From an optimization exercise on the open Yosys and OpenROAD flow, aimed at small area, a short achievable clock period and few clock cycles; shortcuts taken in it are not production practice. At most, simulation tests tie the RTL to the original design; equivalence was not proved. Power and IR drop assume default switching activity.

Setup of build 97:
Design pipeline_cpu, start of the top module:
module pipeline_cpu( clk, rst,
                     imem_addr, imem_rdata,
                     dmem_addr, dmem_wdata, dmem_we, dmem_re, dmem_rdata,
                     wb_we, wb_addr, wb_data );
export LEC_CHECK = 0
export CAP_MARGIN = 20
export CELL_PAD_IN_SITES_DETAIL_PLACEMENT = 1
export CELL_PAD_IN_SITES_GLOBAL_PLACEMENT = 1
export CORE_MARGIN = 2
export CORE_UTILIZATION = 50
export CTS_CLUSTER_DIAMETER = 100
export CTS_CLUSTER_SIZE = 20
export SLEW_MARGIN = 20
create_clock -name core_clock -period 16.5 [get_ports {clk}]
standard.sh (not shown) runs the stock make flow with config.mk's settings and CLKGATE_MAP_FILE= SYNTH_SCRIPT=/design/flow/synth_recipe.tcl, a recipe that flattens the netlist after the stock synthesis.
==> flow/flow/run.sh <==
#!/bin/bash
# The standard layout (standard.sh) with two changes to how it is made:
#  - the resizer's setup repair aims for SETUP_SLACK_MARGIN ns of slack at the design's
#    clock period (the constraints themselves are unchanged);
#  - the port buffers that buffer_ports inserts are plain buffers (buf_1) instead of the
#    default delay cell; the resizer may resize them like any other cell.
# make's full output goes to flow_make.log in the work folder.
set -euo pipefail
bash standard.sh SETUP_SLACK_MARGIN=12.0 "BUFFER_PORTS_ARGS=-buffer_cell sky130_fd_sc_hd__buf_1" finish > flow_make.log 2>&1
Build 97: PASS, flow complete, no timing, DRC or antenna violations
Testbench counts of build 97, summed over its fixed seeds: cycles 13,324.
Here is what was changed in the inputs of build 50 compared with build 97.
- changing CORE_UTILIZATION from 50 to 40
--- a/flow/flow/run.sh
+++ b/flow/flow/run.sh
@@ -5 +5 @@
-#  - the port buffers that buffer_ports inserts are plain buffers (buf_1) instead of the
+#  - the port buffers that buffer_ports inserts are plain buffers (buf_2) instead of the
@@ -9 +9 @@
-bash standard.sh SETUP_SLACK_MARGIN=12.0 "BUFFER_PORTS_ARGS=-buffer_cell sky130_fd_sc_hd__buf_1" finish > flow_make.log 2>&1
+bash standard.sh SETUP_SLACK_MARGIN=12.0 "BUFFER_PORTS_ARGS=-buffer_cell sky130_fd_sc_hd__buf_2" finish > flow_make.log 2>&1
Results
| setup slack of the most critical reg-to-reg path | build 50 vs build 97 | 0.07 ns higher |. Taking build 97 as the reference, in build 50 headroom to the max-slew limit picked up an extra 2.4 points; total global routing track utilization lost 8.1 points.
Input-level comparison between build 19 and build 50:
- changing CORE_UTILIZATION from 40 to 50
--- a/flow/flow/run.sh
+++ b/flow/flow/run.sh
@@ -5 +5 @@
-#  - the port buffers that buffer_ports inserts are plain buffers (buf_2) instead of the
+#  - the port buffers that buffer_ports inserts are plain buffers (buf_1) instead of the
@@ -9 +9 @@
-bash standard.sh SETUP_SLACK_MARGIN=12.0 "BUFFER_PORTS_ARGS=-buffer_cell sky130_fd_sc_hd__buf_2" finish > flow_make.log 2>&1
+bash standard.sh SETUP_SLACK_MARGIN=11.8 "BUFFER_PORTS_ARGS=-buffer_cell sky130_fd_sc_hd__buf_1" finish > flow_make.log 2>&1
Findings:
- | met1 usage in global routing | build 19 vs build 50 | 10 points higher |
- Build 19 against build 50: share of power burned in combinational logic -1.1 points, final total power fell by 0.10 mW.
- Going from build 50 to build 19, clock-buffer cell count moved down, cell area now sits lower, leakage power shrank by 1.3 nW.
- Relative to build 50, fraction of the cycle the final worst path needs has increased by 0.71 points in build 19.
- Looking at register-to-register slack, build 19 sits 0.29 ns lower than build 50 does.
- First-pass iteration count of the detailed router (build 19 over build 50): decrease, 2
- In the reports for build 19 and build 50, the larger layout overhead on the synthesized area belongs to build 50.


run A:
Another version of the RTL of pipeline_cpu (not shown whole).
Size: ~200 I/O pins, roughly 0.068 mm2 of cells after synthesis.
Settings: LEC_CHECK=0, CAP_MARGIN=20, CELL_PAD_IN_SITES_DETAIL_PLACEMENT=1, CELL_PAD_IN_SITES_GLOBAL_PLACEMENT=1, CORE_MARGIN=2, CORE_UTILIZATION=60, CTS_CLUSTER_DIAMETER=100, CTS_CLUSTER_SIZE=20, SLEW_MARGIN=20; clock period 16.5 ns.
==> flow/flow/run.sh <==
#!/bin/bash
# The standard layout (standard.sh) with two changes to how it is made:
#  - the resizer's setup repair aims for SETUP_SLACK_MARGIN ns of slack at the design's
#    clock period (the constraints themselves are unchanged);
#  - the port buffers that buffer_ports inserts are plain buffers (buf_1) instead of the
#    default delay cell; the resizer may resize them like any other cell.
# make's full output goes to flow_make.log in the work folder.
set -euo pipefail
bash standard.sh SETUP_SLACK_MARGIN=12.0 "BUFFER_PORTS_ARGS=-buffer_cell sky130_fd_sc_hd__buf_1" finish > flow_make.log 2>&1
Run A did not finish; a tool error ended it in global routing (5_1_grt).
Input changes introduced in run B (baseline for comparison: run A):
# run A
export LEC_CHECK = 0
export CAP_MARGIN = 20
export CELL_PAD_IN_SITES_DETAIL_PLACEMENT = 1
export CELL_PAD_IN_SITES_GLOBAL_PLACEMENT = 1
export CORE_MARGIN = 2
export CORE_UTILIZATION = 60
export CTS_CLUSTER_DIAMETER = 100
export CTS_CLUSTER_SIZE = 20
export SLEW_MARGIN = 20
create_clock -name core_clock -period 16.5 [get_ports {clk}]
# run B
export LEC_CHECK = 0
export CAP_MARGIN = 20
export CELL_PAD_IN_SITES_DETAIL_PLACEMENT = 1
export CELL_PAD_IN_SITES_GLOBAL_PLACEMENT = 1
export CORE_MARGIN = 2
export CORE_UTILIZATION = 50
export CTS_CLUSTER_DIAMETER = 100
export CTS_CLUSTER_SIZE = 20
export SLEW_MARGIN = 20
create_clock -name core_clock -period 16.5 [get_ports {clk}]
### Flow results
- The flow did not stop early for run B: all stages ran, and the layout cleared the timing, design-rule and antenna checks.
- Count of pins on the block boundary came out exactly the same in run B and run A.
- Post-cts gate resize count in run B vs run A: up 6
- Against run A as the reference, run B delivers a higher number of CTS-inserted buffers.
- Diff run A -> run B: post-placement cell area higher; routability congestion estimate lower; mux contribution to synthesized area roughly the same; die width higher.
- On run B: number of cells in the design after placement is 4.2% higher than what run A gave.
- Re share of the synthesized netlist area taken by xor and xnor gates: no difference whatsoever between run A and run B.
Here is what was changed in the inputs of run C compared with run B.
# run B
export LEC_CHECK = 0
export CAP_MARGIN = 20
export CELL_PAD_IN_SITES_DETAIL_PLACEMENT = 1
export CELL_PAD_IN_SITES_GLOBAL_PLACEMENT = 1
export CORE_MARGIN = 2
export CORE_UTILIZATION = 50
export CTS_CLUSTER_DIAMETER = 100
export CTS_CLUSTER_SIZE = 20
export SLEW_MARGIN = 20
create_clock -name core_clock -period 16.5 [get_ports {clk}]
# run C
export LEC_CHECK = 0
export CAP_MARGIN = 20
export CELL_PAD_IN_SITES_DETAIL_PLACEMENT = 1
export CELL_PAD_IN_SITES_GLOBAL_PLACEMENT = 1
export CORE_MARGIN = 2
export CORE_UTILIZATION = 50
export CTS_CLUSTER_DIAMETER = 100
export CTS_CLUSTER_SIZE = 20
export SLEW_MARGIN = 20
export TNS_END_PERCENT = 10
create_clock -name core_clock -period 16.5 [get_ports {clk}]
[summary]
Run C finished end to end and its layout was clean on timing, DRC and antenna.
Re internal reg-to-reg setup slack: run C is 160 ps down on run B.
Diff run B -> run C: finished layout cell area lower, count of nets after finishing went down, part of the total power dissipated in the clock network down 0.2 points, layout overhead on the synthesized area now smaller, fraction of area in registers went up.
Between run B and run C, the I/O pin total does not differ in any meaningful way.
Against run B, total chip power in run C fell slightly.
Sort run B and run C by routed wire length, descending, and run B comes first.
Between run B and run C, the difference in placed instance count is negligible.
No run of this note included a check of the RTL's function; only the layout flow was run.

## afterwards: timing with drivers on the ports
The results above use ideal ports. As a check the final layouts listed here were re-extracted and re-timed, cells and wires unchanged.
Step 1 assumes that a clkbuf_16 drives the clock port and a buf_2 every other input.
Step 2 moves the port delays by t, midway between the first and last clock arrival at a register: inputs arrive t later, outputs are due t later. That takes back most of the time a late clock gives input paths.
Slacks: ideal ports / drivers / drivers and shift; pairs: ideal ports / drivers.
run	shift t [ns]	setup WS [ns]	worst slew at a driven data input, ns	cell pins on the clock port's net
build 97	0.830	11.849 / 11.765 / 11.317	0.08	1
build 50	0.848	11.842 / 11.756 / 11.316	0.06	1
build 19	0.834	11.725 / 11.725 / 11.092	0.10	1
run B	0.843	11.845 / 11.760 / 11.123	0.08	1
run C	0.815	11.664 / 11.624 / 10.904	0.07	1
After both steps every run listed still meets setup and hold. The setup slack of run C, which loses most, moves by -0.040 ns with the drivers and by -0.760 ns with both steps.
